What follows belongs to an exercise in optimizing a design on an open flow for small area, a short achievable clock period and few clock cycles; a production flow would make more cautious choices.
At most, simulation tests tie the RTL to the original design; equivalence was not proved.
No functional check of the RTL was part of runs 8 and 9.

[design/flow/config.mk]
export PLATFORM = sky130hd
export DESIGN_NAME = EUCLIDs_GCD
export DESIGN_NICKNAME = EUCLIDs_GCD
export VERILOG_FILES = /design/flow/design.v
export SDC_FILE = /design/flow/constraint.sdc
export NUM_CORES = 4
export LEC_CHECK = 0
export CAP_MARGIN = 20
export CORE_MARGIN = 2
export CORE_UTILIZATION = 40
export SETUP_SLACK_MARGIN = 2.0
export SLEW_MARGIN = 20
[design/flow/constraint.sdc]
create_clock -name core_clock -period 6.0 [get_ports {clk}]
set_input_delay 1.2000 -clock core_clock [delete_from_list [all_inputs] [get_ports {clk}]]
set_output_delay 1.2000 -clock core_clock [all_outputs]
set_load 0.01 [all_outputs]
[design/flow/flow/run.sh]
#!/bin/bash
set -euo pipefail
export BUFFER_PORTS_ARGS="-buffer_cell sky130_fd_sc_hd__buf_1"
bash standard.sh finish > standard.log 2>&1
[design/flow/standard.sh]
#!/bin/bash
# synth_recipe.tcl (not shown) runs the flow's synth.tcl, then flattens the netlist and writes it again
# the make line also repeats each setting of config.mk as NAME=value (left out here)
make -C /OpenROAD-flow-scripts/flow DESIGN_CONFIG=/design/flow/config.mk WORK_HOME=/design/flow/orfs CLKGATE_MAP_FILE= SYNTH_SCRIPT=/design/flow/synth_recipe.tcl "${@:-finish}"
[design/flow/design.v]
`timescale 1ns / 1ps
module EUCLIDs_GCD #(parameter N = 32)(
    input [N-1:0] a,
    input [N-1:0] b,
    input clk,
    input rst,
    input start,
    output [N-1:0] out,
    output reg done
);
    localparam W = N + 1;
    reg [N-1:0] u;
    reg [W-1:0] v;
    reg [4:0] k;
    reg run, fin;
    assign out = u;
    wire ue    = ~u[0];
    wire ve    = ~v[0];
    wire sv    = v[W-1];
    wire strip = ue & ve;            
    wire swp0  = ue & ~ve;           
    wire [W-1:1] x  = swp0 ? {N{1'b0}} : v[W-1:1];
    wire [W-1:1] ye = ve ? {N{1'b1}} : sv ? {1'b0, u[N-1:1]} : ~{1'b0, u[N-1:1]};
    wire [N-1:0] p = x ^ ye;         
    wire [N-1:0] g = x & ye;
    localparam L = 5;                
    wire [N-1:0] gl [0:L];
    wire [N-1:0] pl [0:L];
    assign gl[0] = g;
    assign pl[0] = p;
    genvar lv, i;
    generate for (lv = 0; lv < L; lv = lv + 1) begin : lvl
        for (i = 0; i < N; i = i + 1) begin : bt
            if ((i >> lv) & 1) begin : op
                assign gl[lv+1][i] = gl[lv][i] | (pl[lv][i] & gl[lv][((i >> lv) << lv) - 1]);
                assign pl[lv+1][i] = pl[lv][i] & pl[lv][((i >> lv) << lv) - 1];
            end else begin : pass
                assign gl[lv+1][i] = gl[lv][i];
                assign pl[lv+1][i] = pl[lv][i];
            end
        end
    end endgenerate
    wire [N-1:0] G = gl[L];
    wire [N-1:0] P = pl[L];
    wire [N-1:0] c = {G[N-2:0] | P[N-2:0], 1'b1};    
    wire [W-1:1] w = p ^ c;                          
    wire term = P[N-1] & ~swp0;
    wire swap = (w[W-1] ^ sv) | swp0;
    wire s1 = strip | ~p[0];
    wire s2 = ~s1 & ~p[1];
    wire s3 = ~s1 & p[1] & ~p[2];
    wire s4 = ~s1 & p[1] & p[2];
    wire [W-1:0] vn = ({W{s1}} & {{1{w[W-1]}}, w[W-1:1]}) | ({W{s2}} & {{2{w[W-1]}}, w[W-1:2]}) |
                      ({W{s3}} & {{3{w[W-1]}}, w[W-1:3]}) | ({W{s4}} & {{4{w[W-1]}}, w[W-1:4]});
    wire vn0 = strip ? ~p[0] : ~(p[0] & p[1] & p[2] & p[3]);
    wire [N-1:0] va = {v[N-1:1] ^ {(N-1){sv}}, 1'b1};
    wire fin_now = (run & term) | fin;
    wire k_low = (k[4:1] == 4'd0);
    always @(posedge clk or posedge rst) begin
        if (rst) begin
            run  <= 1'b0;
            fin  <= 1'b0;
            done <= 1'b0;
        end else begin
            done <= 1'b0;
            if (fin_now) begin
                run <= 1'b0;
                fin <= ~k_low;
                done <= k_low;
            end else if (!run) begin
                run <= start;
            end
        end
    end
    always @(posedge clk) begin
        v <= (run | fin) ? vn : {1'b0, b};
        if (fin_now) begin
            if (k != 5'd0) begin
                u <= {u[N-2:0], 1'b0};
                k <= k - 5'd1;
            end
        end else if (run) begin
            if (swap) begin
                u <= va;
            end else if (strip) begin
                u <= {1'b0, u[N-1:1]};
            end
            if (strip)
                k <= k + 5'd1;
        end else begin
            u <= a;
            k <= 5'd0;
        end
    end
endmodule
==> flow_summary.json, run 1 <==
{
  "start_kind": "register",
  "status": "finished clean",
  "synth-edff-count": 37,
  "ys_seq_area_frac": 0.2820,
  "r2r_slack_ns": 2.21,
  "synth_top_area_share": 0.1697,
  "place.gp.congestion": 0.9270,
  "cp-end-kind": "register",
  "postLayoutCoreUtil": 0.4701,
  "die_area_um2": 17410,
  "finClkSkew_ns": 0.004710,
  "rr_worst_depth": 11,
  "drc": 0,
  "clk_latency_ns": 0.34,
  "tritoncts": "yes",
  "critPathRequiredTime_ns": 5.97,
  "drtPass1Iterations": 5,
  "r2r-end": "u[25]",
  "cap_violations": 0,
  "track_usage": 0.2275,
  "slowest_stage": "edfxtp_1",
  "io_buffers": 99,
  "dp_hpwl_mm": 14.72,
  "ant_nets": 0,
  "yosysWarnings": 1,
  "hold_start": "k[0]",
  "fin_crit_sh": 0.6325,
  "grt_pass1_vias": 5903,
  "dieHeight_um": 132.0,
  "slew_headroom": 0.3112,
  "synth-main-ff-cell": "edfxtp_1",
  "cts_htree_levels": 3,
  "wl_mm": 20.16,
  "max_freq_mhz": 263.5,
  "synth_commonest_cells": "75 x a21oi_1, 75 x nand2_1, 71 x nor2_1, 70 x xor2_1, 43 x clkbuf_1",
  "syn-num-nets": 906,
  "rr_startpoint": "u[0]",
  "synthTopCellsByArea": "edfxtp_1 17%, dfxtp_1 10%, xor2_1 9.4%, ha_1 6.7%, a21oi_1 5.7%",
  "tns_ns": 0,
  "cts.path.max_buffers": 2,
  "crit_end": "u[25]",
  "areaGrowthSynthToFinish_pct": 14.44,
  "min_period_ns": 3.795,
  "drive_gt1_frac": 0.05549,
  "startpoint": "u[0]",
  "antenna_found_initial": 0,
  "start_util": 0.4108,
  "io_pins": 100,
  "rsz0062_at_grt": "no",
  "yosysUniqueCellTypes": 62,
  "clk_pin_slew_ns": 0.06,
  "synth.largest_area_cell": "edfxtp_1",
  "numCtsBuffers": 9,
  "syn_inst": 804,
  "max_stage_delay_ns": 0.50,
  "grt_max_degree": 67,
  "cts-root-buf": "clkbuf_16",
  "async_flop_share": 0.04110,
  "hold_viol": 0,
  "via_per_inst": 5.664,
  "fp.dieW_um": 132.0,
  "clock_sinks": 73,
  "maxSlewViolCount": 0,
  "layout_setup_ws_ns": 2.205,
  "vias": 6225,
  "synth_area_per_cell_um2": 8.145,
  "syn-cell-area_um2": 6549,
  "diodes": 0,
  "crit_arrival_ns": 3.77,
  "fp-row-count": 46,
  "nets": 980,
  "synth_seq_cells": 73,
  "crit_chain": "nand2b_4 > and2_1 > ha_1 > nand3_1 > a211o_1 > and3_1 > o32a_1 > a31oi_1 > nor3_4 > buf_4 > a21oi_4",
  "pre_cts_ws_ns": 1.217,
  "worst_slew_pin_slew_ns": 1.031,
  "wl_per_cell_um": 18.34,
  "grt_pass1_wl_mm": 31.94,
  "crit_type": "register to register",
  "min_path_type": "register to register",
  "cp_max_fo": 31,
  "core_area_um2": 15940,
  "drt_iter0_markers": 459,
  "finalSetupViolCount": 0,
  "grt_overflow": 0
}
## layer usage
metal,routed length [um],up-vias,track usage
met2,8235,212,0.3148
met4,257,0,0.06461
met5,0,-,0
met1,10670,2927,0.3622
met3,991,14,0.02884
li1,-,3072,-
## sequential cells by signal (all words and copies together) (netlist names)
signal / count
done: 1
u: 32
v: 33
fin: 1
k: 5
run: 1
## cells in the final DEF (no fill, tap or decap), drive strengths merged, types with 11 or more instances in the layout
cell / Yosys / routed
a21oi: 75 / 76
xor2: 70 / 70
inv: 19 / 19
buf: 9 / 114
nor3b: 30 / 30
edfxtp: 37 / 37
and2: 34 / 34
a31oi: 14 / 14
nor2: 71 / 71
nand2: 75 / 75
mux2i: 37 / 37
a22oi: 13 / 13
a221oi: 18 / 18
ha: 35 / 35
clkbuf: 43 / 12
o21ai: 55 / 55
nand3: 11 / 11
xnor2: 16 / 16
dfxtp: 33 / 33
nor3: 12 / 12
## critical path: cells and delay by family (launching register included)
kind | cells | cell delay, ns
AOI/OAI and AO/OA | 4 | 1.35
and+or+nand+nor | 5 | 0.99
buffers and inverters | 1 | 0.15
adders and majority gates | 1 | 0.42
DFF | 1 | 0.50
## timing repair
action | in CTS | in global routing
setup buffers | 1 | 3
setup endpoints to repair | 93 | 84
cloned | 1 | 0
gates resized for setup | 8 | 7
pin swaps | 1 | 1
hold buffers | 0 | 0
## final cells by class
| class | instances | area, um^2 |
|---|---|---|
| repair buffers | 114 | 524.3 |
| clock buffers | 12 | 246.5 |
| clock inverters | 4 | 43.79 |
| inverters | 19 | 71.32 |
| multi-input cells | 661 | 4488 |
| well taps | 216 | 270.3 |
| fillers | 1660 | 8448 |
| flip-flops and latches | 73 | 1851 |
## cells by family after synthesis
kind of cell,share of synthesized area
AND/OR/NAND/NOR,0.2014
AO/OA/AOI/OAI,0.2333
XOR/XNOR,0.1150
flip-flops,0.2820
buffers and inverters,0.04490
multiplexers,0.05655
adder cells (fa/ha/maj),0.06687
## metrics by stage
| stage | cell area, um^2 | hold slack (ns) | instances |
|---|---|---|---|
| 2_1_floorplan | 6566 | 0.5796 | 804 |
| 3_3_place_gp | 7073 | 0.6201 | 1078 |
| 3_5_place_dp | 7073 | 0.6214 | 1078 |
| 4_1_cts | 7431 | 0.6296 | 1096 |
| 5_1_grt | 7495 | 0.6671 | 1099 |
| 6_report | 7495 | 0.6324 | 1099 |
## worst min path at each step
stage / slack (ns) / depth (start not counted) / end
after floorplan: 0.58 / 1 / k[0]
after global placement: 0.62 / 1 / k[0]
after detailed placement: 0.62 / 1 / k[0]
after CTS: 0.63 / 1 / k[0]
after global routing: 0.67 / 1 / k[0]
final: 0.63 / 1 / k[0]
Testbench counts, summed over its fixed seeds: cycles 40,805.
==> inputs of run 2 (changes only) <==
--- a/design/flow/config.mk
+++ b/design/flow/config.mk
@@ -8,5 +8,5 @@
 export CAP_MARGIN = 20
 export CORE_MARGIN = 2
 export CORE_UTILIZATION = 40
-export SETUP_SLACK_MARGIN = 2.0
+export SETUP_SLACK_MARGIN = 2.5
 export SLEW_MARGIN = 20
==> run 2 against run 1 <==
Compared with the run above:
- die area unchanged
- area after synthesis unchanged
- highest routed layer unchanged
- critical path type unchanged
- still clean on timing, DRC and antenna
- largest cell class unchanged
- clock skew up 0.0017 ns
==> flow_summary.json, run 2 <==
{
  "status": "finished clean",
  "clk_latency_ns": 0.35,
  "ys_seq_area_frac": 0.2820,
  "synth.largest_area_cell": "edfxtp_1",
  "synth-edff-count": 37,
  "largest-register": "v",
  "use_met2": 0.3438,
  "core_area_um2": 15940,
  "r2r_slack_ns": 2.47,
  "start_kind": "register",
  "dp_hpwl_mm": 14.50,
  "min_path_type": "register to register",
  "cts.path.max_buffers": 2,
  "layout_common_cells": "99 x buf_1, 75 x nand2_1, 70 x xor2_1, 68 x nor2_1, 68 x a21oi_1",
  "cap_violations": 0,
  "yosysWarnings": 1,
  "final_common_cell": "buf_1",
  "crit_arrival_ns": 3.62,
  "rsz0062_at_grt": "yes",
  "cts_htree_levels": 3,
  "io_buffers": 99,
  "maxSlewViolCount": 0,
  "clk_pin_slew_ns": 0.06,
  "top_regs": "v: 33 flops, u: 32 flops, k: 5 flops",
  "holdWs_ns": 0.6324,
  "clock_sinks": 73,
  "fp.dieW_um": 132.0,
  "hold_viol": 0,
  "grt_pass1_vias": 5996,
  "io_pins": 100,
  "largest_reg_flops": 33,
  "die_area_um2": 17410,
  "grt_most_used_layer": "met1",
  "finalSetupViolCount": 0,
  "drc": 0,
  "synth_area_per_cell_um2": 8.145,
  "grt_overflow": 0,
  "track_usage": 0.2324,
  "fillCellCount": 1568,
  "antenna_found_initial": 0,
  "cp_max_fo": 16,
  "globalRouteMet1Util": 0.3512,
  "fin_crit_sh": 0.5889,
  "dieHeight_um": 132.0,
  "synth_commonest_cells": "75 x a21oi_1, 75 x nand2_1, 71 x nor2_1, 70 x xor2_1, 43 x clkbuf_1",
  "via_per_inst": 5.722,
  "finClkSkew_ns": 0.006373,
  "wl_per_cell_um": 18.83,
  "syn-cell-area_um2": 6549,
  "synth_seq_cells": 73,
  "layout.cells.non_filler": 1117,
  "synth_top_area_share": 0.1697,
  "vias": 6392,
  "grt_pass1_wl_mm": 32.62,
  "tritoncts": "yes",
  "wl_mm": 21.03,
  "async_flop_share": 0.04110,
  "min_period_ns": 3.533,
  "drt_iter0_markers": 730,
  "ant_nets": 0,
  "tns_ns": 0,
  "dp.cells": 1077,
  "nets": 998,
  "cts-root-buf": "clkbuf_16",
  "areaGrowthSynthToFinish_pct": 21.91,
  "slew_headroom": 0.3362,
  "synthTopCellsByArea": "edfxtp_1 17%, dfxtp_1 10%, xor2_1 9.4%, ha_1 6.7%, a21oi_1 5.7%",
  "syn_inst": 804,
  "yosysUniqueCellTypes": 62,
  "grt_max_degree": 67,
  "synth-main-ff-cell": "edfxtp_1",
  "max_freq_mhz": 283.0,
  "diodes": 0,
  "worst_slew_pin_slew_ns": 0.9946,
  "drtPass1Iterations": 5,
  "syn-num-nets": 906,
  "cp-end-kind": "register",
  "fp-row-count": 46,
  "crit_type": "register to register",
  "critPathRequiredTime_ns": 6.09,
  "drive_gt1_frac": 0.1132,
  "gr-usage-met3": 0.03076,
  "start_util": 0.4108,
  "numCtsBuffers": 9,
  "place.gp.congestion": 0.8724
}
-- run 2: cell counts after synthesis --
Identical to the previous run, type by type.
-- run 2: metrics by stage --
stage	utilization	worst slack, ns	cell area, um^2
final	0.5008	2.467	7984
after global routing	0.5008	2.386	7984
after CTS	0.4784	2.465	7627
after global placement	0.4480	1.717	7143
after floorplan	-	2.454	6715
after detailed placement	0.4480	1.673	7143
-- run 2: logic make-up after synthesis --
logic type	synth area share
DFF	0.2820
muxes	0.05655
AOI/OAI and AO/OA	0.2333
and+or+nand+nor	0.2014
buffers and inverters	0.04490
xor gates and xnor gates	0.1150
adders and majority gates	0.06687
-- run 2: critical path, stage by stage, from the launching register on --
cell and delay, ns:
edfxtp_1 0.51, nand2b_4 0.25, and2_1 0.18, ha_1 0.39, nand4_1 0.24, nor3_4 0.31, a22o_4 0.21, o21ai_4 0.07
and4_4 0.20, nor3_4 0.31, clkbuf_16 0.29, mux2i_1 0.21, o21ai_1 0.08
-- run 2: final cells by class --
cell class,instances,area [um^2],area share
flip-flops and latches,73,1854,0.2323
clock inverters,4,42.54,0.005328
multi-input cells,664,4785,0.5993
repair buffers,129,714.4,0.08948
well taps,216,270.3,0.03385
clock buffers,12,246.5,0.03087
inverters,19,71.32,0.008933
-- run 2: per-layer routing --
layer / routed length (um) / up-vias
met4: 348 / 0
met2: 9059 / 242
met5: 0 / -
met1: 10120 / 3002
met3: 1499 / 21
li1: - / 3127
-- run 2: timing repair --
action / in CTS / in global routing
resized for setup: 20 / 43
hold buffers: 0 / 0
buffers inserted: 7 / 10
pin swaps: 3 / 10
setup endpoints to repair: 104 / 91
cloned: 2 / 4
-- run 2: final timing paths --
check / to / depth (start not counted) / startpoint
min in group asynchronous: done / 2 / rst
setup / recovery: u[22] / 12 / u[0]
setup reg to reg: u[22] / 12 / u[0]
max in group asynchronous: fin / 2 / rst
hold / removal: k[0] / 1 / k[0]
hold reg to reg: k[0] / 1 / k[0]
==> inputs of run 3 (changes only) <==
--- a/design/flow/config.mk
+++ b/design/flow/config.mk
@@ -8,5 +8,7 @@
 export CAP_MARGIN = 20
 export CORE_MARGIN = 2
 export CORE_UTILIZATION = 40
+export CTS_BUF_LIST = sky130_fd_sc_hd__clkbuf_8
+export CTS_CLUSTER_SIZE = 20
 export SETUP_SLACK_MARGIN = 2.5
 export SLEW_MARGIN = 20
==> run 3 against run 2 <==
Compared with the run above:
- critical path depth is 2 higher
- area after synthesis stayed put
- global-route usage is 0.24 points lower
- clock-buffer cell count is 2 lower
- clock skew is 0.0039 ns higher
- critical path type unchanged
- highest routed layer unchanged
==> flow_summary.json, run 3 <==
{
  "status": "finished clean",
  "min_path_type": "input port to asynchronous set/reset pin",
  "track_usage": 0.2300,
  "drc": 0,
  "ant_nets": 0,
  "wl_mm": 21.61,
  "top_regs": "v: 33 flops, u: 32 flops, k: 5 flops",
  "grt_pass1_vias": 5971,
  "tritoncts": "yes",
  "antenna_found_initial": 0,
  "rsz0062_at_grt": "yes",
  "layout_common_cells": "99 x buf_1, 74 x nand2_1, 69 x xor2_1, 68 x a21oi_1, 65 x nor2_1",
  "crit_arrival_ns": 3.63,
  "crit_buf_inv": 3,
  "nets": 1002,
  "fp.dieW_um": 132.0,
  "synth-edff-count": 37,
  "layout.cells.non_filler": 1121,
  "fp-row-count": 46,
  "cap_violations": 0,
  "grt_max_degree": 67,
  "yosysWarnings": 1,
  "async_flop_share": 0.04110,
  "maxSlewViolCount": 0,
  "drt_iter0_markers": 740,
  "worst_slew_pin_slew_ns": 0.9931,
  "drtPass1Iterations": 5,
  "die_area_um2": 17410,
  "core_area_um2": 15940,
  "grt_overflow": 0,
  "critPathRequiredTime_ns": 6.12,
  "crit_chain": "buf_6 > nand2b_4 > and2_4 > ha_4 > nand4_1 > a211o_1 > and3_4 > o32a_1 > and4_4 > nor3_4 > buf_6 > clkbuf_16 > mux2i_1 > o21ai_1",
  "rr_worst_depth": 14,
  "cts_htree_levels": 3,
  "r2r_slack_ns": 2.49,
  "yosysUniqueCellTypes": 62,
  "final_common_cell": "buf_1",
  "finalSetupViolCount": 0,
  "min_period_ns": 3.511,
  "hold_viol": 0,
  "slowest_stage": "edfxtp_1",
  "ys_seq_area_frac": 0.2820,
  "largest-register": "v",
  "tns_ns": 0,
  "dp_hpwl_mm": 14.50,
  "synth_commonest_cells": "75 x a21oi_1, 75 x nand2_1, 71 x nor2_1, 70 x xor2_1, 43 x clkbuf_1",
  "dieHeight_um": 132.0,
  "syn_inst": 804,
  "synth_area_per_cell_um2": 8.145,
  "io_buffers": 99,
  "clk_latency_ns": 0.37,
  "cp_common_cell": "buf_6",
  "wl_per_cell_um": 19.28,
  "crit_type": "register to register",
  "cts.path.max_buffers": 2,
  "r2r-end": "u[17]",
  "max_freq_mhz": 284.8,
  "fin_crit_sh": 0.5852,
  "slew_headroom": 0.3372,
  "largest_reg_flops": 33,
  "clk_pin_slew_ns": 0.08,
  "synth_top_area_share": 0.1697,
  "numCtsBuffers": 9,
  "synth.largest_area_cell": "edfxtp_1",
  "start_util": 0.4108,
  "via_per_inst": 5.833,
  "syn-num-nets": 906,
  "grt_pass1_wl_mm": 32.46,
  "place.gp.congestion": 0.8724,
  "crit_family": "simple AND/OR/NAND/NOR gates",
  "rr_startpoint": "u[0]",
  "drive_gt1_frac": 0.1370,
  "cts-root-buf": "clkbuf_8",
  "start_kind": "register",
  "synthTopCellsByArea": "edfxtp_1 17%, dfxtp_1 10%, xor2_1 9.4%, ha_1 6.7%, a21oi_1 5.7%",
  "max_stage_delay_ns": 0.48,
  "areaGrowthSynthToFinish_pct": 23.27,
  "vias": 6539,
  "finClkSkew_ns": 0.01024,
  "io_pins": 100,
  "cp_max_fo": 8,
  "synth-main-ff-cell": "edfxtp_1",
  "diodes": 0,
  "clock_sinks": 73,
  "cp-end-kind": "register",
  "synth_seq_cells": 73,
  "dp.cells": 1077,
  "syn-cell-area_um2": 6549
}
-- run 3: cell families after synthesis --
| group | count (synthesis) | synth area share |
|---|---|---|
| XOR/XNOR | 86 | 0.1150 |
| adder cells (fa/ha/maj) | 35 | 0.06687 |
| AND/OR/NAND/NOR | 263 | 0.2014 |
| multiplexers | 37 | 0.05655 |
| AO/OA/AOI/OAI | 239 | 0.2333 |
| buffers and inverters | 71 | 0.04490 |
| flip-flops | 73 | 0.2820 |
-- run 3: worst max-delay path by stage --
stage | startpoint | to | depth (start not counted)
final | u[0] | u[17] | 14
after global routing | u[0] | u[17] | 14
after CTS | v[32] | u[2] | 13
after detailed placement | v[32] | u[2] | 13
after global placement | v[32] | u[21] | 11
after floorplan | v[32] | u[0] | 15
-- run 3: routing by layer --
layer  track usage  share of wire  vias up
li1              -              -     3125
met1        0.3495           0.48     3099
met2        0.3420           0.44      283
met3       0.03153          0.067       32
met4       0.05435          0.016        0
met5             0              0        -
-- run 3: layout make-up --
| type | count | area, um^2 |
|---|---|---|
| tap | 216 | 270.3 |
| fill | 1551 | 7870 |
| inverter | 19 | 71.32 |
| multi-input combinational | 664 | 4907 |
| clock buffer | 10 | 137.6 |
| sequential | 73 | 1852 |
| timing repair buffer | 133 | 784.5 |
| clock inverter | 6 | 50.05 |
-- run 3: through the flow --
stage / instance area, um^2 / hold slack, ns / util / setup slack, ns
after CTS: 7545 / 0.6256 / 0.4732 / 2.464
after global routing: 8073 / 0.6673 / 0.5064 / 2.381
final: 8073 / 0.6529 / 0.5064 / 2.489
after detailed placement: 7143 / 0.6143 / 0.4480 / 1.673
after floorplan: 6715 / 0.5796 / - / 2.454
after global placement: 7143 / 0.6105 / 0.4480 / 1.717
-- run 3: repair_timing --
item	4_1_cts	5_1_grt
hold buffers	0	0
hold endpoints to repair	0	0
cloned	2	5
pin swaps	3	13
setup endpoints to repair	104	90
setup buffers	10	10
resized for setup	19	67
==> inputs of run 4 (changes only) <==
--- a/design/flow/config.mk
+++ b/design/flow/config.mk
@@ -7,8 +7,6 @@
 export LEC_CHECK = 0
 export CAP_MARGIN = 20
 export CORE_MARGIN = 2
-export CORE_UTILIZATION = 40
-export CTS_BUF_LIST = sky130_fd_sc_hd__clkbuf_8
-export CTS_CLUSTER_SIZE = 20
+export CORE_UTILIZATION = 70
 export SETUP_SLACK_MARGIN = 2.5
 export SLEW_MARGIN = 20
==> run 4 against run 3 <==
Compared with the run above:
- area after synthesis unchanged
- synthesized cell count unchanged
- wire length increased by 32%
- die area decreased by 42%
- largest cell class unchanged
==> flow_summary.json, run 4 <==
{
  "pre_cts_ws_ns": 1.404,
  "place_area_um2": 7002,
  "drt_iter0_markers": 1441,
  "slew_headroom": 0.2461,
  "clk_latency_ns": 0.38,
  "antenna_found_initial": 1,
  "synth_top_area_share": 0.1697,
  "crit_buf_inv": 3,
  "crit_type": "register to register",
  "fp.dieW_um": 100.7,
  "fp-row-count": 35,
  "drc": 0,
  "drive_gt1_frac": 0.1696,
  "place.gp.congestion": 0.9656,
  "clock_sinks": 73,
  "worst_slew_pin_slew_ns": 1.129,
  "hold_viol": 0,
  "fillCellCount": 349,
  "ant_nets": 0,
  "largest-register": "v",
  "syn-cell-area_um2": 6549,
  "synth_top_family_by_area": "compound AO/OA/AOI/OAI gates",
  "start_util": 0.7155,
  "crit_chain": "buf_6 > nand2b_4 > and2_1 > ha_2 > and3_1 > nand3_1 > nor2_2 > o21ai_4 > and4_4 > nor3_4 > buf_4 > clkbuf_16 > mux2i_1 > o21ai_1",
  "yosysUniqueCellTypes": 62,
  "cts-root-buf": "clkbuf_8",
  "crit_family": "simple AND/OR/NAND/NOR gates",
  "status": "finished clean",
  "min_period_ns": 3.867,
  "cap_violations": 0,
  "synth-main-ff-cell": "edfxtp_1",
  "max_stage_delay_ns": 0.52,
  "maxSlewViolCount": 0,
  "nets": 1011,
  "io_buffers": 99,
  "synth_commonest_cells": "75 x a21oi_1, 75 x nand2_1, 71 x nor2_1, 70 x xor2_1, 43 x clkbuf_1",
  "tritoncts": "yes",
  "grt_pass1_wl_mm": 32.17,
  "drtPass1Iterations": 10,
  "crit_arrival_ns": 3.98,
  "wl_per_cell_um": 27.86,
  "synth_seq_cells": 73,
  "largest_reg_flops": 33,
  "postLayoutCoreUtil": 0.9043,
  "cts.hold.buffers_added": 0,
  "numCtsBuffers": 9,
  "vias": 8041,
  "grt_max_degree": 68,
  "dieHeight_um": 100.7,
  "max_freq_mhz": 258.6,
  "synth-edff-count": 37,
  "start_kind": "register",
  "layout_common_cells": "99 x buf_1, 73 x nand2_1, 68 x a21oi_1, 67 x xor2_1, 66 x nor2_1",
  "layout_setup_ws_ns": 2.133,
  "finClkSkew_ns": 0.01519,
  "areaGrowthSynthToFinish_pct": 26.39,
  "wl_mm": 28.56,
  "io_pins": 100,
  "cp-end-kind": "register",
  "grt_pass1_vias": 6220,
  "critPathRequiredTime_ns": 6.11,
  "yosysWarnings": 1,
  "rsz0062_at_grt": "yes",
  "synth_compound_area_frac": 0.2333,
  "min_path_type": "input port to asynchronous set/reset pin",
  "grt_overflow": 0,
  "cts_htree_levels": 3,
  "synth_mux_area_frac": 0.05655,
  "diodes": 0,
  "ys_seq_area_frac": 0.2820,
  "synth_fa_ha_area_frac": 0.06687,
  "cp_max_fo": 8,
  "tns_ns": 0,
  "fin_crit_sh": 0.6445,
  "synth.largest_area_cell": "edfxtp_1",
  "die_area_um2": 10150,
  "track_usage": 0.4011,
  "core_area_um2": 9153,
  "syn-num-nets": 906,
  "synthTopCellsByArea": "edfxtp_1 17%, dfxtp_1 10%, xor2_1 9.4%, ha_1 6.7%, a21oi_1 5.7%",
  "dp_hpwl_mm": 13.99,
  "clk_pin_slew_ns": 0.10,
  "top_regs": "v: 33 flops, u: 32 flops, k: 5 flops",
  "async_flop_share": 0.04110,
  "cts.path.max_buffers": 2,
  "syn_inst": 804,
  "finalSetupViolCount": 0,
  "final_area_um2": 8277,
  "synthXorXnorAreaFrac": 0.1150,
  "slowest_stage": "edfxtp_1",
  "via_per_inst": 7.845,
  "final_common_cell": "buf_1",
  "synth_area_per_cell_um2": 8.145,
  "yosys.area_share.simple": 0.2014
}
run 4: changes by cell type in the layout (fill, tap and decap cells not counted), moves of 3 or more:
cell,change
buf_4,+6
mux2i_1,-11
ha_4,+5
ha_1,-7
clkbuf_16,+3
xnor2_2,-3
mux2i_2,+9
xnor2_1,+3
run 4: area by class of cell:
type	count	area, um^2	share of cell area
Multi-Input combinational cell	665	5091	0.6151
Tap cell	111	138.9	0.01678
Inverter	19	71.32	0.008617
Clock buffer	9	123.9	0.01497
Sequential cell	73	1852	0.2237
Timing Repair Buffer	141	904.6	0.1093
Clock inverter	7	95.09	0.01149
run 4: timing repair:
action	CTS	global route
setup endpoints to repair	104	92
gates resized for setup	25	87
cloned	3	8
setup buffers	12	15
pin swaps	6	28
run 4: metrics by stage:
stage | hold WS, ns | instances
floorplan | 0.5796 | 804
global placement | 0.6236 | 971
detailed placement | 0.6378 | 971
CTS | 0.6500 | 1002
global route | 0.6909 | 1025
finish | 0.6722 | 1025
run 4: path summary, 6_finish.rpt:
path | startpoint | endpoint | slack, ns | cells after the start
min | rst | done | 0.67 | 2
max in group asynchronous | rst | fin | 5.18 | 2
max | u[0] | u[23] | 2.13 | 14
min in group core_clock | k[0] | k[0] | 0.71 | 1
min reg2reg | k[0] | k[0] | 0.71 | 1
max reg2reg | u[0] | u[23] | 2.13 | 14
run 4: cells by family (layout without fill, tap and decap cells):
logic type,after synthesis,count (layout)
multiplexers,37,37
AO/OA/AOI/OAI,239,241
AND/OR/NAND/NOR,263,266
flip-flops,73,73
adder cells (fa/ha/maj),35,35
XOR/XNOR,86,86
buffers and inverters,71,176
run 4: per-layer routing:
metal  track usage  vias to the layer above  part of all wire
met5             0                        -           0.00046
met4        0.1106                        2             0.089
li1              -                     3144                 -
met3       0.07767                      309              0.17
met1        0.5824                     3575              0.33
met2        0.6097                     1011              0.41
==> inputs of run 5 (changes only) <==
--- a/design/flow/config.mk
+++ b/design/flow/config.mk
@@ -7,6 +7,6 @@
 export LEC_CHECK = 0
 export CAP_MARGIN = 20
 export CORE_MARGIN = 2
-export CORE_UTILIZATION = 70
+export CORE_UTILIZATION = 60
 export SETUP_SLACK_MARGIN = 2.5
 export SLEW_MARGIN = 20
==> run 5 against run 4 <==
Compared with the run above:
- still clean
- utilization fell by 17 points
- critical path depth did not move
- clock-buffer cell count did not move
- register-to-register slack improved by 0.31 ns
- non-clock buffer count fell by 14
- die area rose by 16%
- synthesized cell count did not move
- via count fell by 16%
- first-iteration DRC count fell by 45%
- flip-flop and latch count did not move
- highest routed layer is now met4
==> flow_summary.json, run 5 <==
{
  "largest-register": "v",
  "wl_per_cell_um": 20.57,
  "rsz0062_at_grt": "yes",
  "grt_max_degree": 67,
  "critPathRequiredTime_ns": 6.08,
  "layout_common_cells": "99 x buf_1, 75 x nand2_1, 70 x xor2_1, 69 x a21oi_1, 68 x nor2_1",
  "yosysUniqueCellTypes": 62,
  "core_area_um2": 10750,
  "synth_seq_cells": 73,
  "drive_gt1_frac": 0.1257,
  "max_freq_mhz": 281.2,
  "largest_reg_flops": 33,
  "clk_pin_slew_ns": 0.08,
  "cp-end-kind": "register",
  "grt_pass1_wl_mm": 30.72,
  "postLayoutCoreUtil": 0.7322,
  "final_common_cell": "buf_1",
  "cap_violations": 0,
  "syn-num-nets": 906,
  "drtPass1Iterations": 6,
  "diodes": 0,
  "hold_viol": 0,
  "fp-row-count": 38,
  "start_util": 0.6095,
  "fin_crit_sh": 0.5928,
  "fp.dieW_um": 108.5,
  "dp_hpwl_mm": 14.33,
  "synth_top_area_share": 0.1697,
  "multiInputGateArea_um2": 4866,
  "synth-edff-count": 37,
  "synthTopCellsByArea": "edfxtp_1 17%, dfxtp_1 10%, xor2_1 9.4%, ha_1 6.7%, a21oi_1 5.7%",
  "numCtsBuffers": 9,
  "ant_nets": 0,
  "syn-cell-area_um2": 6549,
  "top_regs": "v: 33 flops, u: 32 flops, k: 5 flops",
  "via_per_inst": 6.487,
  "antenna_found_initial": 0,
  "synth-main-ff-cell": "edfxtp_1",
  "syn_inst": 804,
  "worst_slew_pin_slew_ns": 1.099,
  "grt_pass1_vias": 5918,
  "finClkSkew_ns": 0.008567,
  "yosysWarnings": 1,
  "register_area_um2": 1852,
  "min_period_ns": 3.557,
  "layout_setup_ws_ns": 2.444,
  "drt_iter0_markers": 787,
  "vias": 6740,
  "track_usage": 0.3359,
  "async_flop_share": 0.04110,
  "slew_headroom": 0.2657,
  "wl_mm": 21.37,
  "status": "finished clean",
  "clk_latency_ns": 0.37,
  "place.gp.congestion": 0.9620,
  "areaGrowthSynthToFinish_pct": 20.14,
  "drc": 0,
  "finalSetupViolCount": 0,
  "nets": 996,
  "io_buffers": 99,
  "grt_overflow": 0,
  "place_area_um2": 7048,
  "dieHeight_um": 108.5,
  "min_path_type": "register to register",
  "final_area_um2": 7868,
  "cp_max_fo": 8,
  "synth_area_per_cell_um2": 8.145,
  "crit_type": "register to register",
  "start_kind": "register",
  "synth_commonest_cells": "75 x a21oi_1, 75 x nand2_1, 71 x nor2_1, 70 x xor2_1, 43 x clkbuf_1",
  "tns_ns": 0,
  "maxSlewViolCount": 0,
  "cts.path.max_buffers": 2,
  "crit_arrival_ns": 3.64,
  "ys_seq_area_frac": 0.2820,
  "die_area_um2": 11770,
  "clock_sinks": 73,
  "tritoncts": "yes",
  "synth.largest_area_cell": "edfxtp_1",
  "io_pins": 100,
  "cts_htree_levels": 3,
  "fillCellCount": 845,
  "cts-root-buf": "clkbuf_8",
  "pre_cts_ws_ns": 1.367
}
-- run 5: cell counts after synthesis --
Identical to the previous run, type by type.
-- run 5: logic make-up (layout without fill, tap and decap cells) --
| group | count (synthesis) | after routing | synth area share |
|---|---|---|---|
| and+or+nand+nor | 263 | 266 | 0.2014 |
| AOI/OAI and AO/OA | 239 | 240 | 0.2333 |
| xor gates and xnor gates | 86 | 86 | 0.1150 |
| DFF | 73 | 73 | 0.2820 |
| buffers and inverters | 71 | 162 | 0.04490 |
| muxes | 37 | 37 | 0.05655 |
| adders and majority gates | 35 | 35 | 0.06687 |
-- run 5: metal layers --
metal,track usage,part of all wire,vias to the layer above
met5,0,0,-
met4,0.08516,0.019,0
met3,0.04581,0.10,47
met2,0.4884,0.43,413
met1,0.5191,0.45,3165
li1,-,-,3115
-- run 5: final timing paths --
kind,cells past startpoint,start,slack [ns],endpoint
max,14,u[0],2.44,u[0]
min,1,k[0],0.63,k[0]
max reg2reg,14,u[0],2.44,u[0]
min reg2reg,1,k[0],0.63,k[0]
max in group asynchronous,2,rst,5.20,fin
min in group asynchronous,2,rst,0.67,run
-- run 5: area by class of cell --
cell class                      instances  area share
Multi-Input combinational cell        664      0.6185
Sequential cell                        73      0.2354
Timing Repair Buffer                  127     0.09431
Tap cell                              140     0.02226
Clock buffer                            9     0.01574
Inverter                               19    0.009065
Clock inverter                          7    0.004771
-- run 5: repair_timing --
item	CTS	global route
setup buffers	10	4
pin swaps	2	21
resized for setup	20	52
hold buffers	0	0
setup endpoints to repair	104	92
gates cloned	3	5
-- run 5: worst max-delay path, stage by stage, from the launching register on --
cell,delay (ns)
edfxtp_1,0.51
buf_6,0.17
nand2b_4,0.20
and2_4,0.19
ha_4,0.23
a21o_1,0.21
a31oi_4,0.20
and3_4,0.24
o32a_1,0.30
and4_4,0.28
nor3_4,0.05
buf_6,0.14
clkbuf_16,0.17
a21oi_4,0.21
buf_6,0.17
-- run 5: stage by stage --
step | hold slack (ns) | std cells
5_1_grt | 0.6412 | 1039
2_1_floorplan | 0.5796 | 804
3_5_place_dp | 0.6075 | 1001
3_3_place_gp | 0.6122 | 1001
6_report | 0.6346 | 1039
4_1_cts | 0.6184 | 1030
==> inputs of run 6 (changes only) <==
--- a/design/flow/config.mk
+++ b/design/flow/config.mk
@@ -8,5 +8,6 @@
 export CAP_MARGIN = 20
 export CORE_MARGIN = 2
 export CORE_UTILIZATION = 60
+export GPL_TIMING_DRIVEN = 1
 export SETUP_SLACK_MARGIN = 2.5
 export SLEW_MARGIN = 20
==> run 6 against run 5 <==
Compared with the run above:
- area after synthesis unchanged
- largest cell class unchanged
- cell count unchanged
- design area stayed put
- critical endpoint unchanged
- still clean
==> flow_summary.json, run 6 <==
{
  "status": "finished clean",
  "worst_slew_pin_slew_ns": 1.099,
  "max_freq_mhz": 281.2,
  "start_util": 0.6095,
  "largest_reg_flops": 33,
  "drive_gt1_frac": 0.1257,
  "hold_depth": 1,
  "layout_common_cells": "99 x buf_1, 75 x nand2_1, 70 x xor2_1, 69 x a21oi_1, 68 x nor2_1",
  "place.gp.congestion": 0.9620,
  "syn-num-nets": 906,
  "syn-cell-area_um2": 6549,
  "clock_sinks": 73,
  "io_buffers": 99,
  "finalSetupViolCount": 0,
  "cap_violations": 0,
  "synth-edff-count": 37,
  "maxSlewViolCount": 0,
  "grt_max_degree": 67,
  "tns_ns": 0,
  "via_per_inst": 6.487,
  "nets": 996,
  "rsz0062_at_grt": "yes",
  "yosysUniqueCellTypes": 62,
  "diodes": 0,
  "pre_cts_ws_ns": 1.367,
  "synth-main-ff-cell": "edfxtp_1",
  "tritoncts": "yes",
  "grt_pass1_wl_mm": 30.72,
  "synth_commonest_cells": "75 x a21oi_1, 75 x nand2_1, 71 x nor2_1, 70 x xor2_1, 43 x clkbuf_1",
  "synth_area_per_cell_um2": 8.145,
  "cts.path.max_buffers": 2,
  "async_flop_share": 0.04110,
  "dp_hpwl_mm": 14.33,
  "cp-end-kind": "register",
  "track_usage": 0.3359,
  "fp-row-count": 38,
  "final_common_cell": "buf_1",
  "r2r_slack_ns": 2.44,
  "clk_pin_slew_ns": 0.08,
  "cts.hold.buffers_added": 0,
  "core_area_um2": 10750,
  "cp_max_fo": 8,
  "syn_inst": 804,
  "cts_htree_levels": 3,
  "areaGrowthSynthToFinish_pct": 20.14,
  "critPathRequiredTime_ns": 6.08,
  "io_pins": 100,
  "antenna_found_initial": 0,
  "finClkSkew_ns": 0.008567,
  "largest-register": "v",
  "dieHeight_um": 108.5,
  "synth.largest_area_cell": "edfxtp_1",
  "numCtsBuffers": 9,
  "vias": 6740,
  "layout_setup_ws_ns": 2.444,
  "hold_viol": 0,
  "drt_iter0_markers": 787,
  "grt_pass1_vias": 5918,
  "yosysWarnings": 1,
  "drtPass1Iterations": 6,
  "drc": 0,
  "crit_arrival_ns": 3.64,
  "ant_nets": 0,
  "min_period_ns": 3.557,
  "wl_per_cell_um": 20.57,
  "fin_crit_sh": 0.5928,
  "grt_overflow": 0,
  "synth_top_area_share": 0.1697,
  "synthTopCellsByArea": "edfxtp_1 17%, dfxtp_1 10%, xor2_1 9.4%, ha_1 6.7%, a21oi_1 5.7%",
  "crit_type": "register to register",
  "min_path_type": "register to register",
  "rr_worst_depth": 14,
  "slew_headroom": 0.2657,
  "fillCellCount": 845,
  "clk_latency_ns": 0.37,
  "cts-root-buf": "clkbuf_8",
  "wl_mm": 21.37,
  "top_regs": "v: 33 flops, u: 32 flops, k: 5 flops",
  "die_area_um2": 11770,
  "fp.dieW_um": 108.5,
  "synth_seq_cells": 73,
  "start_kind": "register",
  "ys_seq_area_frac": 0.2820
}
==> run 6: repair_timing <==
item                                    in CTS  in global routing
buffers inserted                            10                  4
pin swaps                                    2                 21
endpoints found under the setup margin     104                 92
gates cloned                                 3                  5
resized for setup                           20                 52
==> run 6: worst max-delay path, cell delays in order, from the launching register on <==
cell       delay (ns)
edfxtp_1         0.51
buf_6            0.17
nand2b_4         0.20
and2_4           0.19
ha_4             0.23
a21o_1           0.21
a31oi_4          0.20
and3_4           0.24
o32a_1           0.30
and4_4           0.28
nor3_4           0.05
buf_6            0.14
clkbuf_16        0.17
a21oi_4          0.21
buf_6            0.17
==> run 6: cells by family after synthesis <==
group / share of synthesized area
muxes: 0.05655
AOI/OAI and AO/OA: 0.2333
adders and majority gates: 0.06687
and+or+nand+nor: 0.2014
xor gates and xnor gates: 0.1150
buffers and inverters: 0.04490
DFF: 0.2820
==> run 6: path summary, 6_finish.rpt <==
kind,from,endpoint
worst max register to register,u[0],u[0]
worst min register to register,k[0],k[0]
max in group asynchronous,rst,fin
worst max-delay path,u[0],u[0]
min in group asynchronous,rst,run
worst min-delay path,k[0],k[0]
==> run 6: routing by layer <==
metal	vias to the layer above	part of all wire	track usage	wire, um
li1	3115	-	-	-
met1	3165	0.45	0.5191	9534
met2	413	0.43	0.4884	9286
met3	47	0.10	0.04581	2145
met4	0	0.019	0.08516	406
met5	-	0	0	0
==> run 6: area by class of cell <==
| type | count | area [um^2] | area share |
|---|---|---|---|
| Clock inverter | 7 | 37.54 | 0.004771 |
| Timing Repair Buffer | 127 | 742.0 | 0.09431 |
| Clock buffer | 9 | 123.9 | 0.01574 |
| Sequential cell | 73 | 1852 | 0.2354 |
| Multi-Input combinational cell | 664 | 4866 | 0.6185 |
| Tap cell | 140 | 175.2 | 0.02226 |
| Inverter | 19 | 71.32 | 0.009065 |
==> run 6: stage by stage <==
step	util	hold WS, ns	cell area (um^2)	cells
floorplan	-	0.5796	6715	804
global placement	0.6557	0.6122	7046	1001
detailed placement	0.6559	0.6075	7048	1001
CTS	0.6946	0.6184	7463	1030
global route	0.7322	0.6412	7868	1039
finish	0.7322	0.6346	7868	1039
==> inputs of run 7 (changes only) <==
--- a/design/flow/config.mk
+++ b/design/flow/config.mk
@@ -8,6 +8,5 @@
 export CAP_MARGIN = 20
 export CORE_MARGIN = 2
 export CORE_UTILIZATION = 60
-export GPL_TIMING_DRIVEN = 1
-export SETUP_SLACK_MARGIN = 2.5
+export SETUP_SLACK_MARGIN = 2.7
 export SLEW_MARGIN = 20
==> run 7 against run 6 <==
Compared with the run above:
- first-iteration DRC count up 31%
- clock-buffer cell count unchanged
- still clean
- non-clock buffer count is 22 higher
- highest routed layer unchanged
==> flow_summary.json, run 7 <==
{
  "place.gp.congestion": 0.9620,
  "start_util": 0.6095,
  "grt_overflow": 0,
  "grt_pass1_vias": 6134,
  "slowest_stage": "edfxtp_1",
  "wl_per_cell_um": 21.13,
  "synthTopCellsByArea": "edfxtp_1 17%, dfxtp_1 10%, xor2_1 9.4%, ha_1 6.7%, a21oi_1 5.7%",
  "yosysWarnings": 1,
  "largest_reg_flops": 33,
  "nets": 1018,
  "min_path_type": "input port to asynchronous set/reset pin",
  "max_freq_mhz": 287.3,
  "crit_chain": "buf_6 > nand2b_4 > and2_4 > ha_4 > nand4_1 > nor3_2 > buf_4 > and3_1 > a21o_2 > buf_6 > nor3b_1 > a21oi_1 > o21ai_1",
  "grt_max_degree": 67,
  "largest-register": "v",
  "crit_buf_inv": 3,
  "synth.largest_area_cell": "edfxtp_1",
  "finClkSkew_ns": 0.008431,
  "synth_compound_area_frac": 0.2333,
  "yosys.area_share.simple": 0.2014,
  "die_area_um2": 11770,
  "cts.path.max_buffers": 2,
  "ys_seq_area_frac": 0.2820,
  "max_stage_delay_ns": 0.50,
  "grt_pass1_wl_mm": 32.52,
  "antenna_found_initial": 0,
  "drive_gt1_frac": 0.1770,
  "fin_crit_sh": 0.5801,
  "dieHeight_um": 108.5,
  "drtPass1Iterations": 5,
  "synth_mux_area_frac": 0.05655,
  "syn-cell-area_um2": 6549,
  "drt_iter0_markers": 1034,
  "start_kind": "register",
  "areaGrowthSynthToFinish_pct": 26.21,
  "cp_max_fo": 66,
  "ant_nets": 0,
  "synth_top_family_by_area": "compound AO/OA/AOI/OAI gates",
  "cp_common_cell": "buf_6",
  "synth_commonest_cells": "75 x a21oi_1, 75 x nand2_1, 71 x nor2_1, 70 x xor2_1, 43 x clkbuf_1",
  "cp-end-kind": "register",
  "via_per_inst": 6.506,
  "syn-num-nets": 906,
  "crit_family": "simple AND/OR/NAND/NOR gates",
  "synth_seq_cells": 73,
  "fillCellCount": 755,
  "io_buffers": 99,
  "diodes": 0,
  "synth_top_area_share": 0.1697,
  "track_usage": 0.3561,
  "critPathRequiredTime_ns": 6.12,
  "io_pins": 100,
  "synth-main-ff-cell": "edfxtp_1",
  "core_area_um2": 10750,
  "hold_viol": 0,
  "cts_htree_levels": 3,
  "tritoncts": "yes",
  "synth_area_per_cell_um2": 8.145,
  "status": "finished clean",
  "vias": 6903,
  "fp.dieW_um": 108.5,
  "async_flop_share": 0.04110,
  "crit_type": "register to register",
  "clock_sinks": 73,
  "syn_inst": 804,
  "postLayoutCoreUtil": 0.7692,
  "slew_headroom": 0.2863,
  "final_common_cell": "buf_1",
  "maxSlewViolCount": 0,
  "crit_arrival_ns": 3.60,
  "min_period_ns": 3.481,
  "cts-root-buf": "clkbuf_8",
  "synth_fa_ha_area_frac": 0.06687,
  "finalSetupViolCount": 0,
  "cap_violations": 0,
  "rsz0062_at_grt": "yes",
  "worst_slew_pin_slew_ns": 1.068,
  "dp_hpwl_mm": 14.33,
  "clk_pin_slew_ns": 0.08,
  "synthXorXnorAreaFrac": 0.1150,
  "drc": 0,
  "numCtsBuffers": 9,
  "tns_ns": 0,
  "yosysUniqueCellTypes": 62,
  "layout_common_cells": "99 x buf_1, 75 x nand2_1, 68 x a21oi_1, 68 x xor2_1, 67 x nor2_1",
  "synth-edff-count": 37,
  "cts.hold.buffers_added": 0,
  "wl_mm": 22.42,
  "fp-row-count": 38,
  "top_regs": "v: 33 flops, u: 32 flops, k: 5 flops",
  "clk_latency_ns": 0.37
}
-- run 7: cell counts after synthesis --
No cell type changed its count.
-- run 7: cell families (layout without fill, tap and decap cells) --
logic type | count (synthesis) | in the layout
AOI/OAI and AO/OA | 239 | 240
xor gates and xnor gates | 86 | 86
adders and majority gates | 35 | 35
buffers and inverters | 71 | 184
DFF | 73 | 73
muxes | 37 | 37
and+or+nand+nor | 263 | 266
-- run 7: worst paths after layout --
check | from | end | slack (ns) | depth (start not counted)
max | u[0] | u[1] | 2.52 | 13
min | rst | run | 0.66 | 2
max reg2reg | u[0] | u[1] | 2.52 | 13
min reg2reg | k[0] | k[0] | 0.66 | 1
max in group asynchronous | rst | fin | 5.19 | 2
min in group core_clock | k[0] | k[0] | 0.66 | 1
-- run 7: area by class of cell --
cell class / count / area (um^2) / share of cell area
well taps: 140 / 175.2 / 0.02119
multi-input cells: 664 / 5062 / 0.6125
repair buffers: 149 / 943.4 / 0.1141
clock buffers: 9 / 123.9 / 0.01499
clock inverters: 7 / 37.54 / 0.004541
inverters: 19 / 71.32 / 0.008629
flip-flops and latches: 73 / 1852 / 0.2240
-- run 7: per-stage QoR --
stage	area (um^2)	worst slack (ns)	hold WS [ns]	std cells
5_1_grt	8265	2.414	0.6844	1061
3_3_place_gp	7046	1.549	0.6122	1001
6_report	8265	2.519	0.6585	1061
2_1_floorplan	6715	2.454	0.5796	804
4_1_cts	7869	2.626	0.6184	1045
3_5_place_dp	7048	1.367	0.6075	1001
-- run 7: per-layer routing --
layer  part of all wire  up-vias  GRT usage
met5                  0        -          0
met4              0.019        0    0.09707
met3               0.10       53    0.05304
met2               0.44      447     0.5290
met1               0.44     3235     0.5357
li1                   -     3168          -
-- run 7: what timing repair did --
action / 4_1_cts / 5_1_grt
buffers inserted: 20 / 14
setup endpoints to repair: 106 / 94
cloned: 8 / 2
resized for setup: 66 / 46
hold endpoints to repair: 0 / 0
pin swaps: 21 / 31
==> inputs of run 8 (changes only) <==
--- a/design/flow/design.v
+++ b/design/flow/design.v
@@ -18,7 +18,7 @@
     wire ve    = ~v[0];
     wire sv    = v[W-1];
     wire strip = ue & ve;            
-    wire swp0  = ue & ~ve;           
+    reg swp0;
     wire [W-1:1] x  = swp0 ? {N{1'b0}} : v[W-1:1];
     wire [W-1:1] ye = ve ? {N{1'b1}} : sv ? {1'b0, u[N-1:1]} : ~{1'b0, u[N-1:1]};
     wire [N-1:0] p = x ^ ye;         
@@ -74,6 +74,7 @@
     end
     always @(posedge clk) begin
         v <= (run | fin) ? vn : {1'b0, b};
+        swp0 <= fin_now ? 1'b0 : run ? (strip & ~u[1] & v[1]) : (~a[0] & b[0]);
         if (fin_now) begin
             if (k != 5'd0) begin
                 u <= {u[N-2:0], 1'b0};
--- a/design/flow/config.mk
+++ b/design/flow/config.mk
@@ -7,6 +7,6 @@
 export LEC_CHECK = 0
 export CAP_MARGIN = 20
 export CORE_MARGIN = 2
-export CORE_UTILIZATION = 60
-export SETUP_SLACK_MARGIN = 2.7
+export CORE_UTILIZATION = 40
+export SETUP_SLACK_MARGIN = 2.5
 export SLEW_MARGIN = 20
==> run 8 against run 7 <==
Compared with the run above:
- die area rose by 55%
- cell count rose by 15%
- synthesized cell count rose by 11%
- via count rose by 5.1%
- clock-buffer cell count rose by 3
- critical endpoint is now u[17]
==> flow_summary.json, run 8 <==
{
  "start_util": 0.4116,
  "grt_max_degree": 44,
  "cts-root-buf": "clkbuf_16",
  "r2r_slack_ns": 2.48,
  "critPathRequiredTime_ns": 6.07,
  "finClkSkew_ns": 0.006943,
  "synth.most_common_cell": "o21ai_0",
  "drive_gt1_frac": 0.1315,
  "status": "finished clean",
  "yosysUniqueCellTypes": 71,
  "wl_mm": 24.12,
  "drc": 0,
  "areaGrowthSynthToFinish_pct": 24.26,
  "io_pins": 100,
  "grt_pass1_vias": 6533,
  "cts.hold.buffers_added": 0,
  "crit_type": "register to register",
  "tritoncts": "yes",
  "synth_top_area_share": 0.1622,
  "synth.largest_area_cell": "edfxtp_1",
  "dieHeight_um": 134.9,
  "layout_setup_ws_ns": 2.476,
  "ys_seq_area_frac": 0.2725,
  "io_buffers": 99,
  "via_per_inst": 5.964,
  "layout_common_cells": "116 x o21ai_0, 99 x buf_1, 90 x nor2_1, 70 x nand2_1, 65 x xor2_1",
  "clk_pin_slew_ns": 0.06,
  "postLayoutCoreUtil": 0.5115,
  "fp-row-count": 47,
  "cts.path.max_buffers": 2,
  "yosysWarnings": 1,
  "die_area_um2": 18190,
  "slew_headroom": 0.4159,
  "final_common_cell": "o21ai_0",
  "rr_worst_depth": 14,
  "holdWs_ns": 0.6247,
  "hold_depth": 2,
  "grt_overflow": 0,
  "finalSetupViolCount": 0,
  "top_regs": "v: 33 flops, u: 32 flops, k: 5 flops",
  "rr_startpoint": "v[32]",
  "cp_max_fo": 9,
  "min_path_type": "register to register",
  "rsz0062_at_grt": "yes",
  "worst_slew_pin_slew_ns": 0.8762,
  "hold_viol": 0,
  "syn-num-nets": 995,
  "synth_commonest_cells": "119 x o21ai_0, 91 x nor2_1, 73 x nand2_1, 69 x xor2_1, 49 x clkbuf_1",
  "clock_sinks": 74,
  "clk_latency_ns": 0.35,
  "synth-main-ff-cell": "edfxtp_1",
  "synth_area_per_cell_um2": 7.671,
  "wl_per_cell_um": 19.84,
  "core_area_um2": 16640,
  "cts_htree_levels": 3,
  "largest-register": "v",
  "numCtsBuffers": 9,
  "grt_pass1_wl_mm": 36.68,
  "fp.dieW_um": 134.9,
  "drt_iter0_markers": 1002,
  "crit_end": "u[17]",
  "pre_cts_ws_ns": 1.249,
  "place.gp.congestion": 0.8990,
  "syn_inst": 893,
  "fin_crit_sh": 0.5873,
  "start_kind": "register",
  "track_usage": 0.2585,
  "fillCellCount": 1627,
  "crit_arrival_ns": 3.59,
  "cp-end-kind": "register",
  "tns_ns": 0,
  "largest_reg_flops": 33,
  "ant_nets": 0,
  "vias": 7252,
  "drtPass1Iterations": 6,
  "max_freq_mhz": 283.8,
  "async_flop_share": 0.04054,
  "maxSlewViolCount": 0,
  "dp_hpwl_mm": 15.98,
  "r2r-end": "u[17]",
  "synth-edff-count": 37,
  "nets": 1093,
  "synthTopCellsByArea": "edfxtp_1 16%, dfxtp_1 9.9%, xor2_1 8.8%, o21ai_0 8.7%, ha_1 6.4%",
  "diodes": 0,
  "synth_seq_cells": 74,
  "min_period_ns": 3.524,
  "startpoint": "v[32]",
  "cap_violations": 0,
  "syn-cell-area_um2": 6850,
  "antenna_found_initial": 0
}
## run 8: critical path, stage by stage (launching register included)
cell and delay, ns:
dfxtp_4 0.41, buf_4 0.15, buf_16 0.13, xor2_1 0.15
nand2_1 0.07, ha_1 0.35, a21oi_1 0.19, o21ai_0 0.23
a21oi_4 0.27, a21oi_2 0.10, a2111oi_4 0.26, mux2_4 0.37
a32oi_4 0.26, buf_6 0.16, buf_12 0.13
## run 8: cells by family (layout without fill, tap and decap cells)
group	after synthesis	after routing	share of synthesized area
mux	11	12	0.01680
simple gates	264	264	0.1795
fa+ha+maj	35	35	0.06393
compound gates	320	322	0.2974
flops	74	74	0.2725
xor+xnor	84	84	0.1074
buf+inv	105	205	0.06247
## run 8: repair_timing
action	in CTS	in global routing
cloned	5	1
pin swaps	8	14
endpoints found under the setup margin	106	95
gates resized for setup	30	41
setup buffers	18	10
## run 8: stage by stage
stage | instances | instance area (um^2)
after floorplan | 893 | 7044
after global placement | 1166 | 7490
after detailed placement | 1166 | 7490
after CTS | 1205 | 8234
after global routing | 1216 | 8512
final | 1216 | 8512
## run 8: cell type report
class                   instances  area (um^2)  share of cell area
well taps                     220        275.3             0.03234
multi-input cells             717         5029              0.5908
clock buffers                  12        246.5             0.02896
inverters                      46        172.7             0.02029
flip-flops and latches         74         1878              0.2206
repair buffers                143        859.6              0.1010
clock inverters                 4        51.30            0.006027
## run 8: worst min-delay path by stage
| stage | from | end | slack [ns] |
|---|---|---|---|
| floorplan | v[1] | swp0 | 0.51 |
| global placement | v[1] | swp0 | 0.57 |
| detailed placement | v[1] | swp0 | 0.58 |
| CTS | v[1] | swp0 | 0.59 |
| global route | v[1] | swp0 | 0.66 |
| finish | k[1] | fin | 0.62 |
## run 8: per-layer routing
metal / vias up / track usage / wire [um] / share of wire
li1: 3433 / - / - / -
met1: 3401 / 0.3885 / 11350 / 0.47
met2: 382 / 0.3725 / 10210 / 0.42
met3: 36 / 0.05068 / 2153 / 0.089
met4: 0 / 0.07485 / 414 / 0.017
met5: - / 0 / 0 / 0
==> inputs of run 9 (changes only) <==
--- a/design/flow/design.v
+++ b/design/flow/design.v
@@ -18,7 +18,7 @@
     wire ve    = ~v[0];
     wire sv    = v[W-1];
     wire strip = ue & ve;            
-    reg swp0;
+    wire swp0  = ue & ~ve;           
     wire [W-1:1] x  = swp0 ? {N{1'b0}} : v[W-1:1];
     wire [W-1:1] ye = ve ? {N{1'b1}} : sv ? {1'b0, u[N-1:1]} : ~{1'b0, u[N-1:1]};
     wire [N-1:0] p = x ^ ye;         
@@ -49,10 +49,11 @@
     wire s1 = strip | ~p[0];
     wire s2 = ~s1 & ~p[1];
     wire s3 = ~s1 & p[1] & ~p[2];
-    wire s4 = ~s1 & p[1] & p[2];
+    wire s4 = ~s1 & p[1] & p[2] & ~p[3];
+    wire s5 = ~s1 & p[1] & p[2] & p[3];
     wire [W-1:0] vn = ({W{s1}} & {{1{w[W-1]}}, w[W-1:1]}) | ({W{s2}} & {{2{w[W-1]}}, w[W-1:2]}) |
-                      ({W{s3}} & {{3{w[W-1]}}, w[W-1:3]}) | ({W{s4}} & {{4{w[W-1]}}, w[W-1:4]});
-    wire vn0 = strip ? ~p[0] : ~(p[0] & p[1] & p[2] & p[3]);
+                      ({W{s3}} & {{3{w[W-1]}}, w[W-1:3]}) | ({W{s4}} & {{4{w[W-1]}}, w[W-1:4]}) |
+                      ({W{s5}} & {{5{w[W-1]}}, w[W-1:5]});
     wire [N-1:0] va = {v[N-1:1] ^ {(N-1){sv}}, 1'b1};
     wire fin_now = (run & term) | fin;
     wire k_low = (k[4:1] == 4'd0);
@@ -74,7 +75,6 @@
     end
     always @(posedge clk) begin
         v <= (run | fin) ? vn : {1'b0, b};
-        swp0 <= fin_now ? 1'b0 : run ? (strip & ~u[1] & v[1]) : (~a[0] & b[0]);
         if (fin_now) begin
             if (k != 5'd0) begin
                 u <= {u[N-2:0], 1'b0};
--- a/design/flow/config.mk
+++ b/design/flow/config.mk
@@ -8,5 +8,5 @@
 export CAP_MARGIN = 20
 export CORE_MARGIN = 2
 export CORE_UTILIZATION = 40
-export SETUP_SLACK_MARGIN = 2.5
+export SETUP_SLACK_MARGIN = 2.0
 export SLEW_MARGIN = 20
==> run 9 against run 8 <==
Compared with the run above:
- flip-flop and latch count shrank 1
- design area fell by 0.40%
- global-route usage down 0.56 points
- synthesized cell count rose by 8.0%
- register-to-register slack worse by 0.28 ns
- fmax shrank 7.4%
- worst setup slack got worse by 0.28 ns
- critical path depth fell by 2
- sequential share of layout area decreased by 0.24 points
- wire length rose by 5.2%
- highest routed layer unchanged
==> flow_summary.json, run 9 <==
{
  "clk_latency_ns": 0.35,
  "synth_fa_ha_area_frac": 0.06007,
  "status": "finished clean",
  "rsz0062_at_grt": "no",
  "yosys.area_share.simple": 0.2216,
  "max_stage_delay_ns": 0.56,
  "fp-row-count": 49,
  "layout_common_cells": "137 x nand2_1, 99 x buf_1, 86 x nor2_1, 74 x a21oi_1, 53 x o21ai_0",
  "grt_most_used_layer": "met1",
  "diodes": 0,
  "cap_violations": 0,
  "r2r_slack_ns": 2.19,
  "clk_pin_slew_ns": 0.06,
  "drive_gt1_frac": 0.08205,
  "dieHeight_um": 139.0,
  "globalRouteMet1Util": 0.3860,
  "min_period_ns": 3.807,
  "numCtsBuffers": 9,
  "synth_compound_area_frac": 0.3322,
  "fillCellCount": 1815,
  "synth_top_family_by_area": "compound AO/OA/AOI/OAI gates",
  "synth_commonest_cells": "139 x nand2_1, 86 x nor2_1, 78 x a21oi_1, 56 x o21ai_0, 52 x clkbuf_1",
  "clock_sinks": 73,
  "synth.largest_area_cell": "edfxtp_1",
  "crit_chain": "buf_6 > xor2_1 > nand2_1 > ha_1 > nand4_1 > nor3_2 > a21oi_4 > a21boi_0 > o21ai_0 > a311oi_2 > a2bb2oi_1 > a41oi_1",
  "fin_crit_sh": 0.6345,
  "areaGrowthSynthToFinish_pct": 16.29,
  "largest-register": "v",
  "min_path_type": "register to register",
  "crit_family": "compound AO/OA/AOI/OAI gates",
  "async_flop_share": 0.04110,
  "io_pins": 100
}
-- run 9: cell types whose count changed in the layout (fill, tap and decap cells not counted), moves of 27 or more --
cell / change
o21ai_0: -63
inv_1: -32
a21oi_1: +45
nand2_1: +67
or3_1: +27
and2_1: +34
o21ai_1: -28
nor2b_1: -28
-- run 9: how the worst max path moves through the flow --
stage / endpoint / slack [ns] / depth (start not counted)
5_1_grt: u[16] / 1.98 / 13
6_report: v[28] / 2.19 / 12
2_1_floorplan: u[0] / 2.02 / 15
3_5_place_dp: u[17] / 0.56 / 13
4_1_cts: u[16] / 1.99 / 13
3_3_place_gp: u[15] / 0.74 / 13
-- run 9: cell type report --
cell class / count / area [um^2] / area share
clock buffer: 12 / 246.5 / 0.02907
clock inverter: 4 / 76.32 / 0.009002
inverter: 14 / 57.56 / 0.006789
multi-input combinational: 804 / 5278 / 0.6225
sequential: 73 / 1851 / 0.2183
tap: 229 / 286.5 / 0.03380
timing repair buffer: 128 / 679.4 / 0.08014
timing repair inverter: 1 / 3.754 / 0.0004427
-- run 9: kinds of logic after synthesis --
family	after synthesis
fa+ha+maj	35
flops	73
buf+inv	89
compound gates	352
mux	8
xor+xnor	59
simple gates	348
-- run 9: routing by layer --
| metal | routed length (um) | share of wire |
|---|---|---|
| met1 | 12000 | 0.47 |
| met2 | 10840 | 0.43 |
| met3 | 2075 | 0.082 |
| met4 | 475 | 0.019 |
| met5 | 0 | 0 |
-- run 9: worst reg2reg max path, cell delays in order, from the launching register on --
cell and delay (ns):
dfxtp_4 0.51, buf_6 0.23, xor2_1 0.16, nand2_1 0.11, ha_1 0.45, nand4_1 0.19
nor3_2 0.39, a21oi_4 0.15, a21boi_0 0.42, o21ai_0 0.16, a311oi_2 0.56, a2bb2oi_1 0.13
a41oi_1 0.25
-- run 9: per-stage QoR --
stage / area, um^2 / hold slack [ns] / worst slack [ns]
after floorplan: 7370 / 0.5053 / 2.015
after global placement: 7844 / 0.5567 / 0.7394
after detailed placement: 7844 / 0.5563 / 0.5572
after CTS: 8269 / 0.5694 / 1.990
after global routing: 8478 / 0.5960 / 1.982
final: 8478 / 0.5748 / 2.193
-- run 9: timing repair --
item | CTS | global route
cloned | 2 | 1
setup buffers | 3 | 11
setup endpoints to repair | 107 | 81
pin swaps | 3 | 4
gates resized for setup | 16 | 17

[static timing again, ports no longer ideal]
The results above use ideal ports. As a check the final layouts listed here were re-extracted and re-timed, cells and wires unchanged. Step 1, drivers: a clkbuf_16 drives clk and a buf_2 each remaining input, both assumed. Step 2 moves the port delays by t, midway between the first and last clock arrival at a register: inputs arrive t later, outputs are due t later. That takes back most of the time a late clock gives input paths. Three values: ideal, step 1, step 2; two values: the first two.
run	t (ns)	slack for setup (ns)	worst hold slack (ns)	worst setup path after step 2	worst data-port slew with drivers (ns)
run 1	0.379	2.205 / 2.205 / 2.205	0.632 / 0.632 / 0.632	register to register	0.04
run 2	0.385	2.467 / 2.467 / 2.467	0.632 / 0.632 / 0.632	register to register	0.04
run 3	0.405	2.489 / 2.489 / 2.489	0.653 / 0.642 / 0.664	register to register	0.04
run 4	0.410	2.133 / 2.133 / 2.133	0.672 / 0.653 / 0.714	register to register	0.05
run 5	0.401	2.443 / 2.443 / 2.443	0.635 / 0.635 / 0.635	register to register	0.04
run 6	0.401	2.443 / 2.443 / 2.443	0.635 / 0.635 / 0.635	register to register	0.04
run 7	0.400	2.519 / 2.519 / 2.519	0.659 / 0.650 / 0.659	register to register	0.04
run 8	0.391	2.476 / 2.476 / 2.476	0.625 / 0.625 / 0.625	register to register	0.04
run 9	0.390	2.193 / 2.193 / 2.193	0.575 / 0.575 / 0.575	register to register	0.04
After both steps setup and hold are still met in every run listed.
